What follows belongs to an exercise in optimizing a design on an open flow for small area, a short achievable clock period and few clock cycles; a production flow would make more cautious choices. In this exercise RTL edits were held to simulation tests only and were not proved equivalent to the original. No activity file was given, so power comes from the tool's default toggle rates.

==> run X: inputs <==
// router
module router (
        idata_0, ivalid_0, ivch_0, oack_0, ordy_0, olck_0,
        idata_1, ivalid_1, ivch_1, oack_1, ordy_1, olck_1,
        idata_2, ivalid_2, ivch_2, oack_2, ordy_2, olck_2,
        idata_3, ivalid_3, ivch_3, oack_3, ordy_3, olck_3,
        idata_4, ivalid_4, ivch_4, oack_4, ordy_4, olck_4,
        odata_0, ovalid_0, ovch_0, iack_0, ilck_0,
        odata_1, ovalid_1, ovch_1, iack_1, ilck_1,
        odata_2, ovalid_2, ovch_2, iack_2, ilck_2,
        odata_3, ovalid_3, ovch_3, iack_3, ilck_3,
        odata_4, ovalid_4, ovch_4, iack_4, ilck_4,
        my_xpos, my_ypos,
        clk, rst_
);
parameter       ROUTERID = 0;
input   [34:0] idata_0;
input              ivalid_0;
input   [0:0]  ivch_0;
output  [1:0]   oack_0;
output  [1:0]   ordy_0;
output  [1:0]   olck_0;
input   [34:0] idata_1;
input              ivalid_1;
input   [0:0]  ivch_1;
output  [1:0]   oack_1;
output  [1:0]   ordy_1;
output  [1:0]   olck_1;
input   [34:0] idata_2;
input              ivalid_2;
input   [0:0]  ivch_2;
output  [1:0]   oack_2;
output  [1:0]   ordy_2;
output  [1:0]   olck_2;
input   [34:0] idata_3;
input              ivalid_3;
input   [0:0]  ivch_3;
output  [1:0]   oack_3;
output  [1:0]   ordy_3;
output  [1:0]   olck_3;
input   [34:0] idata_4;
input              ivalid_4;
input   [0:0]  ivch_4;
output  [1:0]   oack_4;
output  [1:0]   ordy_4;
output  [1:0]   olck_4;
output  [34:0] odata_0;
output             ovalid_0;
output  [0:0]  ovch_0;
input   [1:0]   iack_0;
input   [1:0]   ilck_0;
output  [34:0] odata_1;
output             ovalid_1;
output  [0:0]  ovch_1;
input   [1:0]   iack_1;
input   [1:0]   ilck_1;
  ...
make LEC_CHECK=0 CAP_MARGIN=20 CORE_MARGIN=2 CORE_UTILIZATION=40 SETUP_SLACK_MARGIN=3.6 SLEW_MARGIN=20 finish   # period 6.5 ns
run.sh (not shown) runs the stock make flow with config.mk's settings and CLKGATE_MAP_FILE= SYNTH_SCRIPT=/design/flow/synth_recipe.tcl, a recipe that flattens the netlist after the stock synthesis.
==> run Z: changes against run X <==
--- a/flow/design.v
+++ b/flow/design.v
@@ -45,11 +45,10 @@
 reg  [9:0]  ne, bh, bt;          
 reg  [2:0]  wr_a  [0:9];
 reg  [2:0]  rd_a  [0:9];
 reg  [1:0]  state [0:9];
 reg  [9:0]  send;
-reg  [9:0]  lk;                  
 reg  [9:0]  req;
 reg  [4:0]  port1 [0:9];         
 reg  [4:0]  frh   [0:9];         
 reg  [9:0]  ovch1;
 reg  [1:0]  vlast [0:4];
@@ -164,19 +163,17 @@
                            mgrt[3][p] && vport[k][3] ||
                            mgrt[4][p] && vport[k][4] );
                 always @ (posedge clk) begin
                         if (rst_ == 1'b0) begin
                                 state[k] <= 2'b00;
-                                lk[k]    <= 0;
                                 send[k]  <= 0;
                                 req[k]   <= 0;
                         end else begin
                                 case (state[k])
                                 2'b00: begin
                                         if (bhead) begin
                                                 state[k] <= 2'b01;
-                                                lk[k]    <= 1;
                                                 send[k]  <= 0;
                                                 req[k]   <= 1;
                                         end
                                 end
                                 2'b01: begin
@@ -191,11 +188,10 @@
                                         end
                                 end
                                 2'b10: begin
                                         if (btail) begin
                                                 state[k] <= 2'b00;
-                                                lk[k]    <= 0;
                                                 send[k]  <= 0;
                                                 req[k]   <= 0;
                                         end
                                 end
                                 endcase
@@ -290,15 +286,15 @@
                 else if (~iack[q][1] && (cvalid[q] && cvch[q] == 1))
                         cnt1[q] <= cnt1[q] + 1;
         end
 end
 endgenerate
-assign oack_0 = send[1:0]; assign olck_0 = lk[1:0];
-assign oack_1 = send[3:2]; assign olck_1 = lk[3:2];
-assign oack_2 = send[5:4]; assign olck_2 = lk[5:4];
-assign oack_3 = send[7:6]; assign olck_3 = lk[7:6];
-assign oack_4 = send[9:8]; assign olck_4 = lk[9:8];
+assign oack_0 = send[1:0]; assign olck_0 = {state[1] != 0, state[0] != 0};
+assign oack_1 = send[3:2]; assign olck_1 = {state[3] != 0, state[2] != 0};
+assign oack_2 = send[5:4]; assign olck_2 = {state[5] != 0, state[4] != 0};
+assign oack_3 = send[7:6]; assign olck_3 = {state[7] != 0, state[6] != 0};
+assign oack_4 = send[9:8]; assign olck_4 = {state[9] != 0, state[8] != 0};
 endmodule
 module router (
         idata_0, ivalid_0, ivch_0, oack_0, ordy_0, olck_0,
         idata_1, ivalid_1, ivch_1, oack_1, ordy_1, olck_1,
         idata_2, ivalid_2, ivch_2, oack_2, ordy_2, olck_2,
@@ -419,12 +415,10 @@
 reg         tseen[0:4];          
 reg  [2:0]  tpos [0:4];          
 reg  [4:0]  tg0  [0:4];          
 reg  [4:0]  tg1  [0:4];          
 reg  [4:0]  bav;                 
-wire [4:0]  nh0  [0:4];          
-wire [4:0]  nh1  [0:4];          
 reg         pref [0:4];          
 reg  [4:0]  avr, hwr, lstr;      
 reg  [1:0]  rdyr [0:4];          
 wire [34:0] front[0:4];          
 wire [4:0]  av;                  
@@ -470,13 +464,10 @@
         wire [4:0] route = (dx == my_xpos && dy == my_ypos) ? 5'b10000 :
                            (dx > my_xpos) ? 5'b00010 :
                            (dx < my_xpos) ? 5'b01000 :
                            (dy > my_ypos) ? 5'b00100 : 5'b00001;
         wire       empty = (wptr[p] == 0);
-        wire       nhd   = ivalid[p] && empty;
-        assign nh0[p] = (nhd && !idata[p][8]) ? route : 5'b0;
-        assign nh1[p] = (nhd &&  idata[p][8]) ? route : 5'b0;
         assign front[p][31:0] = ({32{rsel[p][0]}} & mem[p*5])   | ({32{rsel[p][1]}} & mem[p*5+1]) |
                                 ({32{rsel[p][2]}} & mem[p*5+2]) | ({32{rsel[p][3]}} & mem[p*5+3]) |
                                 ({32{rsel[p][4]}} & mem[p*5+4]);
         assign front[p][34:32] = {~rsel[p][0] & ~lstr[p], lstr[p], rsel[p][0]};
         assign av[p]    = avr[p];
@@ -561,12 +552,10 @@
 for (q = 0; q < 5; q = q + 1) begin : g_out
         wire [4:0] t0  = {tg0[4][q], tg0[3][q], tg0[2][q], tg0[1][q], tg0[0][q]};
         wire [4:0] t1  = {tg1[4][q], tg1[3][q], tg1[2][q], tg1[1][q], tg1[0][q]};
         wire [4:0] h0  = hw & t0;
         wire [4:0] h1  = hw & t1;
-        wire [4:0] h0n = h0 | {nh0[4][q], nh0[3][q], nh0[2][q], nh0[1][q], nh0[0][q]};
-        wire [4:0] h1n = h1 | {nh1[4][q], nh1[3][q], nh1[2][q], nh1[1][q], nh1[0][q]};
         wire [2:0] n0  = h0[0] + h0[1] + h0[2] + h0[3] + h0[4];
         wire [2:0] n1  = h1[0] + h1[1] + h1[2] + h1[3] + h1[4];
         wire [4:0] act = {~rsel[4][0], ~rsel[3][0], ~rsel[2][0], ~rsel[1][0], ~rsel[0][0]};
         wire [4:0] own0 = act & t0;
         wire [4:0] own1 = act & t1;
@@ -585,12 +574,12 @@
                          ({35{g[2]}} & front[2]) | ({35{g[3]}} & front[3]) |
                          ({35{g[4]}} & front[4]);
         always @ (posedge clk) begin
                 odata[q] <= gd;
                 ovch[q]  <= vs;
-                cand[q*2]   <= rrpick(h0n, hrr[q]);
-                cand[q*2+1] <= rrpick(h1n, hrr[q]);
+                cand[q*2]   <= rrpick(h0, hrr[q]);
+                cand[q*2+1] <= rrpick(h1, hrr[q]);
                 mj[q]       <= (n1 > n0) || (n1 == n0 && b1);
         end
         always @ (posedge clk) begin
                 if (rst_ == 1'b0) begin
                         ovalid[q] <= 0;
@@ -601,11 +590,11 @@
                                 hrr[q] <= {g[3:0], g[4]};
                 end
         end
         for (i = 0; i < 2; i = i + 1) begin : g_w
                 wire       sent = gv && vs == i;
-                wire       hdv  = (i ? h1n : h0n) != 0;
+                wire       hdv  = (i ? h1 : h0) != 0;
                 wire       dec  = iack[q][i] && !cz[q*2+i];
                 wire [2:0] cn   = cnt[q*2+i] + sent - dec;
                 always @ (posedge clk) begin
                         if (rst_ == 1'b0) begin
                                 cnt[q*2+i] <= 0;
==> run P: changes against run X <==
--- a/flow/design.v
+++ b/flow/design.v
@@ -38,12 +38,12 @@
 assign idata[4] = idata_4; assign ivalid[4] = ivalid_4; assign ivch[4] = ivch_4;
 assign iack[0] = iack_0; assign iack[1] = iack_1; assign iack[2] = iack_2;
 assign iack[3] = iack_3; assign iack[4] = iack_4;
 assign ilck[0] = ilck_0; assign ilck[1] = ilck_1; assign ilck[2] = ilck_2;
 assign ilck[3] = ilck_3; assign ilck[4] = ilck_4;
-reg  [5:0]  ram   [0:49];        
-reg  [5:0]  frr   [0:9];         
+reg  [4:0]  ram   [0:49];        
+reg  [4:0]  frr   [0:9];         
 reg  [9:0]  ne, bh, bt;          
 reg  [2:0]  wr_a  [0:9];
 reg  [2:0]  rd_a  [0:9];
 reg  [1:0]  state [0:9];
 reg  [9:0]  send;
@@ -80,26 +80,26 @@
         wire [1:0] dy   = idata[p][3:2];
         wire [2:0] rt   = ( dx == my_xpos && dy == my_ypos ) ? 4 :
                           ( dx > my_xpos ) ? 1 :
                           ( dx < my_xpos ) ? 3 :
                           ( dy > my_ypos ) ? 2 : 0;
-        wire [5:0] tag  = {ty == 3'b001 || ty == 3'b011,
-                           ty == 3'b010 || ty == 3'b011,
-                           idata[p][8], rt};
+        wire       hd   = ty == 3'b001 || ty == 3'b011;
+        wire [4:0] tag  = {ty == 3'b010 || ty == 3'b011,
+                           idata[p][8], hd ? rt : 3'd7};
         for (v = 0; v < 2; v = v + 1) begin : g_v
                 localparam k = p*2 + v;
                 wire       wr_en = ivch[p] == v ? ivalid[p] : 1'b0;
                 wire       rd_en = send[k];
                 wire       full  = ne[k] && wr_a[k] == rd_a[k];
                 wire       empty = ~ne[k];
                 wire       set   = (~full | rd_en) & wr_en;
                 wire       rd    = ~empty & rd_en;
                 wire [2:0] rd_n  = rd ? ((rd_a[k] == 4) ? 3'd0 : rd_a[k] + 3'd1) : rd_a[k];
-                wire [5:0] fr    = frr[k];
+                wire [4:0] fr    = frr[k];
                 wire [2:0] wr_n  = set ? ((wr_a[k] == 4) ? 3'd0 : wr_a[k] + 3'd1) : wr_a[k];
                 wire       nen   = set | (ne[k] & ~(rd & rd_n == wr_a[k]));
-                wire [5:0] rn    = (set && wr_a[k] == rd_n) ? tag :
+                wire [4:0] rn    = (set && wr_a[k] == rd_n) ? tag :
                                    rd_n == 0 ? ram[k*5]   :
                                    rd_n == 1 ? ram[k*5+1] :
                                    rd_n == 2 ? ram[k*5+2] :
                                    rd_n == 3 ? ram[k*5+3] : ram[k*5+4];
                 always @ (posedge clk) begin
@@ -125,11 +125,11 @@
                                 ne[k]    <= 0;
                                 bh[k]    <= 0;
                                 bt[k]    <= 0;
                         end else begin
                                 ne[k]    <= nen;
-                                bh[k]    <= nen && rn[5];
+                                bh[k]    <= nen && rn[2:0] != 3'd7;
                                 bt[k]    <= nen && rn[4];
                         end
                 end
                 for (e = 0; e < 5; e = e + 1) begin : g_e
                         always @ (posedge clk)
@@ -410,16 +410,13 @@
         .oack_4(oack_4), .olck_4(olck_4),
         .my_xpos(my_xpos), .my_ypos(my_ypos),
         .clk(clk), .rst_(rst_)
 );
 reg  [31:0] mem  [0:24];         
-reg  [2:0]  wptr [0:4];          
-reg  [2:0]  rptr [0:4];          
 reg  [4:0]  rsel [0:4];          
 reg  [4:0]  wsel [0:4];          
-reg         tseen[0:4];          
-reg  [2:0]  tpos [0:4];          
+reg  [4:0]  tsel [0:4];          
 reg  [4:0]  tg0  [0:4];          
 reg  [4:0]  tg1  [0:4];          
 reg  [4:0]  bav;                 
 wire [4:0]  nh0  [0:4];          
 wire [4:0]  nh1  [0:4];          
@@ -469,11 +466,11 @@
         wire [1:0] dy = idata[p][3:2];
         wire [4:0] route = (dx == my_xpos && dy == my_ypos) ? 5'b10000 :
                            (dx > my_xpos) ? 5'b00010 :
                            (dx < my_xpos) ? 5'b01000 :
                            (dy > my_ypos) ? 5'b00100 : 5'b00001;
-        wire       empty = (wptr[p] == 0);
+        wire       empty = wsel[p][0];
         wire       nhd   = ivalid[p] && empty;
         assign nh0[p] = (nhd && !idata[p][8]) ? route : 5'b0;
         assign nh1[p] = (nhd &&  idata[p][8]) ? route : 5'b0;
         assign front[p][31:0] = ({32{rsel[p][0]}} & mem[p*5])   | ({32{rsel[p][1]}} & mem[p*5+1]) |
                                 ({32{rsel[p][2]}} & mem[p*5+2]) | ({32{rsel[p][3]}} & mem[p*5+3]) |
@@ -488,72 +485,61 @@
                 always @ (posedge clk)
                         if (ivalid[p] && wsel[p][i])
                                 mem[p*5+i] <= idata[p][31:0];
         end
         wire       fin    = gnt[p] && lstr[p];
-        wire [2:0] wn     = wptr[p] + ivalid[p];
-        wire       tsn    = tseen[p] | (ivalid[p] & itail);
-        wire [2:0] tpn    = (ivalid[p] & itail) ? wptr[p] : tpos[p];
-        wire [2:0] r1     = rptr[p] + 1;
-        wire       av0    = wn != rptr[p];
-        wire       av1    = wn != r1;
-        wire       lst0   = tsn && rptr[p] == tpn;
-        wire       lst1   = tsn && r1 == tpn;
-        wire       hw0    = av0 && rptr[p] == 0;
+        wire [4:0] wsn    = ivalid[p] ? {wsel[p][3:0], 1'b0} : wsel[p];
+        wire [4:0] r1     = {rsel[p][3:0], 1'b0};
+        wire [4:0] tsn    = (ivalid[p] & itail) ? wsel[p] : tsel[p];
+        wire       av0    = wsn != rsel[p];
+        wire       av1    = wsn != r1;
+        wire       lst0   = (rsel[p] & tsn) != 0;
+        wire       lst1   = (r1 & tsn) != 0;
+        wire       hw0    = av0 && rsel[p][0];
         wire       mt     = (empty && !ivalid[p]) || fin;
         wire       pn     = (ivalid[p] && empty) ? ~ivch[p] : empty ? ~pref[p] : pref[p];
         always @ (posedge clk) begin
                 if (rst_ == 1'b0) begin
-                        wptr[p]  <= 0;
-                        rptr[p]  <= 0;
                         rsel[p]  <= 5'b00001;
                         wsel[p]  <= 5'b00001;
-                        tseen[p] <= 0;
+                        tsel[p]  <= 5'b00000;
                         pref[p]  <= 0;
                         avr[p]   <= 0;
                         hwr[p]   <= 0;
                         lstr[p]  <= 0;
                         bav[p]   <= 0;
                         rdyr[p]  <= 2'b01;
                 end else begin
                         if (fin) begin
-                                wptr[p]  <= 0;
-                                rptr[p]  <= 0;
                                 rsel[p]  <= 5'b00001;
                                 wsel[p]  <= 5'b00001;
-                                tseen[p] <= 0;
+                                tsel[p]  <= 5'b00000;
                                 avr[p]   <= 0;
                                 hwr[p]   <= 0;
                                 lstr[p]  <= 0;
                                 bav[p]   <= 0;
                         end else if (gnt[p]) begin
-                                wptr[p]  <= wn;
-                                rptr[p]  <= r1;
-                                rsel[p]  <= {rsel[p][3:0], 1'b0};
-                                if (ivalid[p])
-                                        wsel[p] <= {wsel[p][3:0], 1'b0};
-                                tseen[p] <= tsn;
+                                rsel[p]  <= r1;
+                                wsel[p]  <= wsn;
+                                tsel[p]  <= tsn;
                                 avr[p]   <= av1;
                                 bav[p]   <= av1;
                                 hwr[p]   <= 0;
                                 lstr[p]  <= lst1;
                         end else begin
-                                wptr[p]  <= wn;
-                                if (ivalid[p])
-                                        wsel[p] <= {wsel[p][3:0], 1'b0};
-                                tseen[p] <= tsn;
+                                wsel[p]  <= wsn;
+                                tsel[p]  <= tsn;
                                 avr[p]   <= av0;
                                 bav[p]   <= av0 & ~rsel[p][0];
                                 hwr[p]   <= hw0;
                                 lstr[p]  <= lst0;
                         end
                         pref[p] <= pn;
                         rdyr[p] <= mt ? {pn, ~pn} : 2'b00;
                 end
         end
         always @ (posedge clk) begin
-                tpos[p] <= tpn;
                 if (ivalid[p] && empty) begin
                         tg0[p] <= idata[p][8] ? 5'b0 : route;
                         tg1[p] <= idata[p][8] ? route : 5'b0;
                 end
         end
- CORE_UTILIZATION: 40 -> 35
- SETUP_SLACK_MARGIN: 3.6 -> 3.3
==> run Y: changes against run X <==
--- a/flow/design.v
+++ b/flow/design.v
@@ -38,12 +38,12 @@
 assign idata[4] = idata_4; assign ivalid[4] = ivalid_4; assign ivch[4] = ivch_4;
 assign iack[0] = iack_0; assign iack[1] = iack_1; assign iack[2] = iack_2;
 assign iack[3] = iack_3; assign iack[4] = iack_4;
 assign ilck[0] = ilck_0; assign ilck[1] = ilck_1; assign ilck[2] = ilck_2;
 assign ilck[3] = ilck_3; assign ilck[4] = ilck_4;
-reg  [5:0]  ram   [0:49];        
-reg  [5:0]  frr   [0:9];         
+reg  [4:0]  ram   [0:49];        
+reg  [4:0]  frr   [0:9];         
 reg  [9:0]  ne, bh, bt;          
 reg  [2:0]  wr_a  [0:9];
 reg  [2:0]  rd_a  [0:9];
 reg  [1:0]  state [0:9];
 reg  [9:0]  send;
@@ -80,26 +80,26 @@
         wire [1:0] dy   = idata[p][3:2];
         wire [2:0] rt   = ( dx == my_xpos && dy == my_ypos ) ? 4 :
                           ( dx > my_xpos ) ? 1 :
                           ( dx < my_xpos ) ? 3 :
                           ( dy > my_ypos ) ? 2 : 0;
-        wire [5:0] tag  = {ty == 3'b001 || ty == 3'b011,
-                           ty == 3'b010 || ty == 3'b011,
-                           idata[p][8], rt};
+        wire       hd   = ty == 3'b001 || ty == 3'b011;
+        wire [4:0] tag  = {ty == 3'b010 || ty == 3'b011,
+                           idata[p][8], hd ? rt : 3'd7};
         for (v = 0; v < 2; v = v + 1) begin : g_v
                 localparam k = p*2 + v;
                 wire       wr_en = ivch[p] == v ? ivalid[p] : 1'b0;
                 wire       rd_en = send[k];
                 wire       full  = ne[k] && wr_a[k] == rd_a[k];
                 wire       empty = ~ne[k];
                 wire       set   = (~full | rd_en) & wr_en;
                 wire       rd    = ~empty & rd_en;
                 wire [2:0] rd_n  = rd ? ((rd_a[k] == 4) ? 3'd0 : rd_a[k] + 3'd1) : rd_a[k];
-                wire [5:0] fr    = frr[k];
+                wire [4:0] fr    = frr[k];
                 wire [2:0] wr_n  = set ? ((wr_a[k] == 4) ? 3'd0 : wr_a[k] + 3'd1) : wr_a[k];
                 wire       nen   = set | (ne[k] & ~(rd & rd_n == wr_a[k]));
-                wire [5:0] rn    = (set && wr_a[k] == rd_n) ? tag :
+                wire [4:0] rn    = (set && wr_a[k] == rd_n) ? tag :
                                    rd_n == 0 ? ram[k*5]   :
                                    rd_n == 1 ? ram[k*5+1] :
                                    rd_n == 2 ? ram[k*5+2] :
                                    rd_n == 3 ? ram[k*5+3] : ram[k*5+4];
                 always @ (posedge clk) begin
@@ -125,11 +125,11 @@
                                 ne[k]    <= 0;
                                 bh[k]    <= 0;
                                 bt[k]    <= 0;
                         end else begin
                                 ne[k]    <= nen;
-                                bh[k]    <= nen && rn[5];
+                                bh[k]    <= nen && rn[2:0] != 3'd7;
                                 bt[k]    <= nen && rn[4];
                         end
                 end
                 for (e = 0; e < 5; e = e + 1) begin : g_e
                         always @ (posedge clk)
@@ -410,16 +410,13 @@
         .oack_4(oack_4), .olck_4(olck_4),
         .my_xpos(my_xpos), .my_ypos(my_ypos),
         .clk(clk), .rst_(rst_)
 );
 reg  [31:0] mem  [0:24];         
-reg  [2:0]  wptr [0:4];          
-reg  [2:0]  rptr [0:4];          
 reg  [4:0]  rsel [0:4];          
 reg  [4:0]  wsel [0:4];          
-reg         tseen[0:4];          
-reg  [2:0]  tpos [0:4];          
+reg  [4:0]  tsel [0:4];          
 reg  [4:0]  tg0  [0:4];          
 reg  [4:0]  tg1  [0:4];          
 reg  [4:0]  bav;                 
 wire [4:0]  nh0  [0:4];          
 wire [4:0]  nh1  [0:4];          
@@ -469,11 +466,11 @@
         wire [1:0] dy = idata[p][3:2];
         wire [4:0] route = (dx == my_xpos && dy == my_ypos) ? 5'b10000 :
                            (dx > my_xpos) ? 5'b00010 :
                            (dx < my_xpos) ? 5'b01000 :
                            (dy > my_ypos) ? 5'b00100 : 5'b00001;
-        wire       empty = (wptr[p] == 0);
+        wire       empty = wsel[p][0];
         wire       nhd   = ivalid[p] && empty;
         assign nh0[p] = (nhd && !idata[p][8]) ? route : 5'b0;
         assign nh1[p] = (nhd &&  idata[p][8]) ? route : 5'b0;
         assign front[p][31:0] = ({32{rsel[p][0]}} & mem[p*5])   | ({32{rsel[p][1]}} & mem[p*5+1]) |
                                 ({32{rsel[p][2]}} & mem[p*5+2]) | ({32{rsel[p][3]}} & mem[p*5+3]) |
@@ -488,72 +485,61 @@
                 always @ (posedge clk)
                         if (ivalid[p] && wsel[p][i])
                                 mem[p*5+i] <= idata[p][31:0];
         end
         wire       fin    = gnt[p] && lstr[p];
-        wire [2:0] wn     = wptr[p] + ivalid[p];
-        wire       tsn    = tseen[p] | (ivalid[p] & itail);
-        wire [2:0] tpn    = (ivalid[p] & itail) ? wptr[p] : tpos[p];
-        wire [2:0] r1     = rptr[p] + 1;
-        wire       av0    = wn != rptr[p];
-        wire       av1    = wn != r1;
-        wire       lst0   = tsn && rptr[p] == tpn;
-        wire       lst1   = tsn && r1 == tpn;
-        wire       hw0    = av0 && rptr[p] == 0;
+        wire [4:0] wsn    = ivalid[p] ? {wsel[p][3:0], 1'b0} : wsel[p];
+        wire [4:0] r1     = {rsel[p][3:0], 1'b0};
+        wire [4:0] tsn    = (ivalid[p] & itail) ? wsel[p] : tsel[p];
+        wire       av0    = wsn != rsel[p];
+        wire       av1    = wsn != r1;
+        wire       lst0   = (rsel[p] & tsn) != 0;
+        wire       lst1   = (r1 & tsn) != 0;
+        wire       hw0    = av0 && rsel[p][0];
         wire       mt     = (empty && !ivalid[p]) || fin;
         wire       pn     = (ivalid[p] && empty) ? ~ivch[p] : empty ? ~pref[p] : pref[p];
         always @ (posedge clk) begin
                 if (rst_ == 1'b0) begin
-                        wptr[p]  <= 0;
-                        rptr[p]  <= 0;
                         rsel[p]  <= 5'b00001;
                         wsel[p]  <= 5'b00001;
-                        tseen[p] <= 0;
+                        tsel[p]  <= 5'b00000;
                         pref[p]  <= 0;
                         avr[p]   <= 0;
                         hwr[p]   <= 0;
                         lstr[p]  <= 0;
                         bav[p]   <= 0;
                         rdyr[p]  <= 2'b01;
                 end else begin
                         if (fin) begin
-                                wptr[p]  <= 0;
-                                rptr[p]  <= 0;
                                 rsel[p]  <= 5'b00001;
                                 wsel[p]  <= 5'b00001;
-                                tseen[p] <= 0;
+                                tsel[p]  <= 5'b00000;
                                 avr[p]   <= 0;
                                 hwr[p]   <= 0;
                                 lstr[p]  <= 0;
                                 bav[p]   <= 0;
                         end else if (gnt[p]) begin
-                                wptr[p]  <= wn;
-                                rptr[p]  <= r1;
-                                rsel[p]  <= {rsel[p][3:0], 1'b0};
-                                if (ivalid[p])
-                                        wsel[p] <= {wsel[p][3:0], 1'b0};
-                                tseen[p] <= tsn;
+                                rsel[p]  <= r1;
+                                wsel[p]  <= wsn;
+                                tsel[p]  <= tsn;
                                 avr[p]   <= av1;
                                 bav[p]   <= av1;
                                 hwr[p]   <= 0;
                                 lstr[p]  <= lst1;
                         end else begin
-                                wptr[p]  <= wn;
-                                if (ivalid[p])
-                                        wsel[p] <= {wsel[p][3:0], 1'b0};
-                                tseen[p] <= tsn;
+                                wsel[p]  <= wsn;
+                                tsel[p]  <= tsn;
                                 avr[p]   <= av0;
                                 bav[p]   <= av0 & ~rsel[p][0];
                                 hwr[p]   <= hw0;
                                 lstr[p]  <= lst0;
                         end
                         pref[p] <= pn;
                         rdyr[p] <= mt ? {pn, ~pn} : 2'b00;
                 end
         end
         always @ (posedge clk) begin
-                tpos[p] <= tpn;
                 if (ivalid[p] && empty) begin
                         tg0[p] <= idata[p][8] ? 5'b0 : route;
                         tg1[p] <= idata[p][8] ? route : 5'b0;
                 end
         end
==> qor summary <==
metric	run Y	run Z	run X	run P
Register share of the cell area	0.4577	0.4622	0.4643	0.4829
Heaviest power group	combinational logic	combinational logic	registers	registers
Number of enable flip-flop cells after synthesis	1100	1150	1150	1100
Number of buffers created by CTS	198	204	205	192
Largest net degree at the start of global routing	113	119	106	125
Period Utilization, post-route	0.4989	0.5122	0.5328	0.5040
Worst vdd ir	312.8 uV	327.5 uV	321.4 uV	258.2 uV
R2R depth	14	18	14	10
Synth Area in Simple Gates	0.1009	0.09648	0.09813	0.1009
Pre-antenna DRT Iters	17	19	12	14
Min cycle time layout	3243 ps	3329 ps	3463 ps	3276 ps
Outcome	finished clean	finished clean	finished clean	finished clean
Number of storage elements in the synthesis netlist	1885	1950	1960	1885
Post-CTS resize count	1173	1191	1089	455
Count of antenna diodes in the layout	17	14	15	24
Testbench counts of run X, summed over its fixed seeds: cycles 8,100.
Testbench counts of run Z, summed over its fixed seeds: cycles 8,208.
Testbench counts of run P, summed over its fixed seeds: cycles 8,100.
Testbench counts of run Y, summed over its fixed seeds: cycles 8,100.

## re-timing with driven ports
No port has a modelled driver above. Below, the same layouts with a new extraction and two added sets of constraints. Step 1, drivers: a clkbuf_16 drives clk and a buf_2 each remaining input, both assumed. Step 2 moves the port delays by t, midway between the first and last clock arrival at a register: inputs arrive t later, outputs are due t later. That takes back most of the time a late clock gives input paths. Three values: no drivers, after step 1, after step 2; two values: the first two.
| run | t, ns | setup WS [ns] | worst hold slack (ns) | worst data-port slew with drivers (ns) |
|---|---|---|---|---|
| run X | 0.964 | 3.037 / 3.037 / 2.193 | 0.449 / 0.449 / 0.449 | 0.18 |
| run Z | 0.940 | 3.171 / 3.171 / 2.386 | 0.450 / 0.450 / 0.450 | 0.17 |
| run P | 0.929 | 3.224 / 3.218 / 2.357 | 0.461 / 0.461 / 0.461 | 0.18 |
| run Y | 0.925 | 3.257 / 3.257 / 2.469 | 0.468 / 0.468 / 0.468 | 0.15 |
After both steps every run listed still meets setup and hold. The setup slack of run P, which loses most, moves by -0.006 ns with the drivers and by -0.867 ns with both steps.
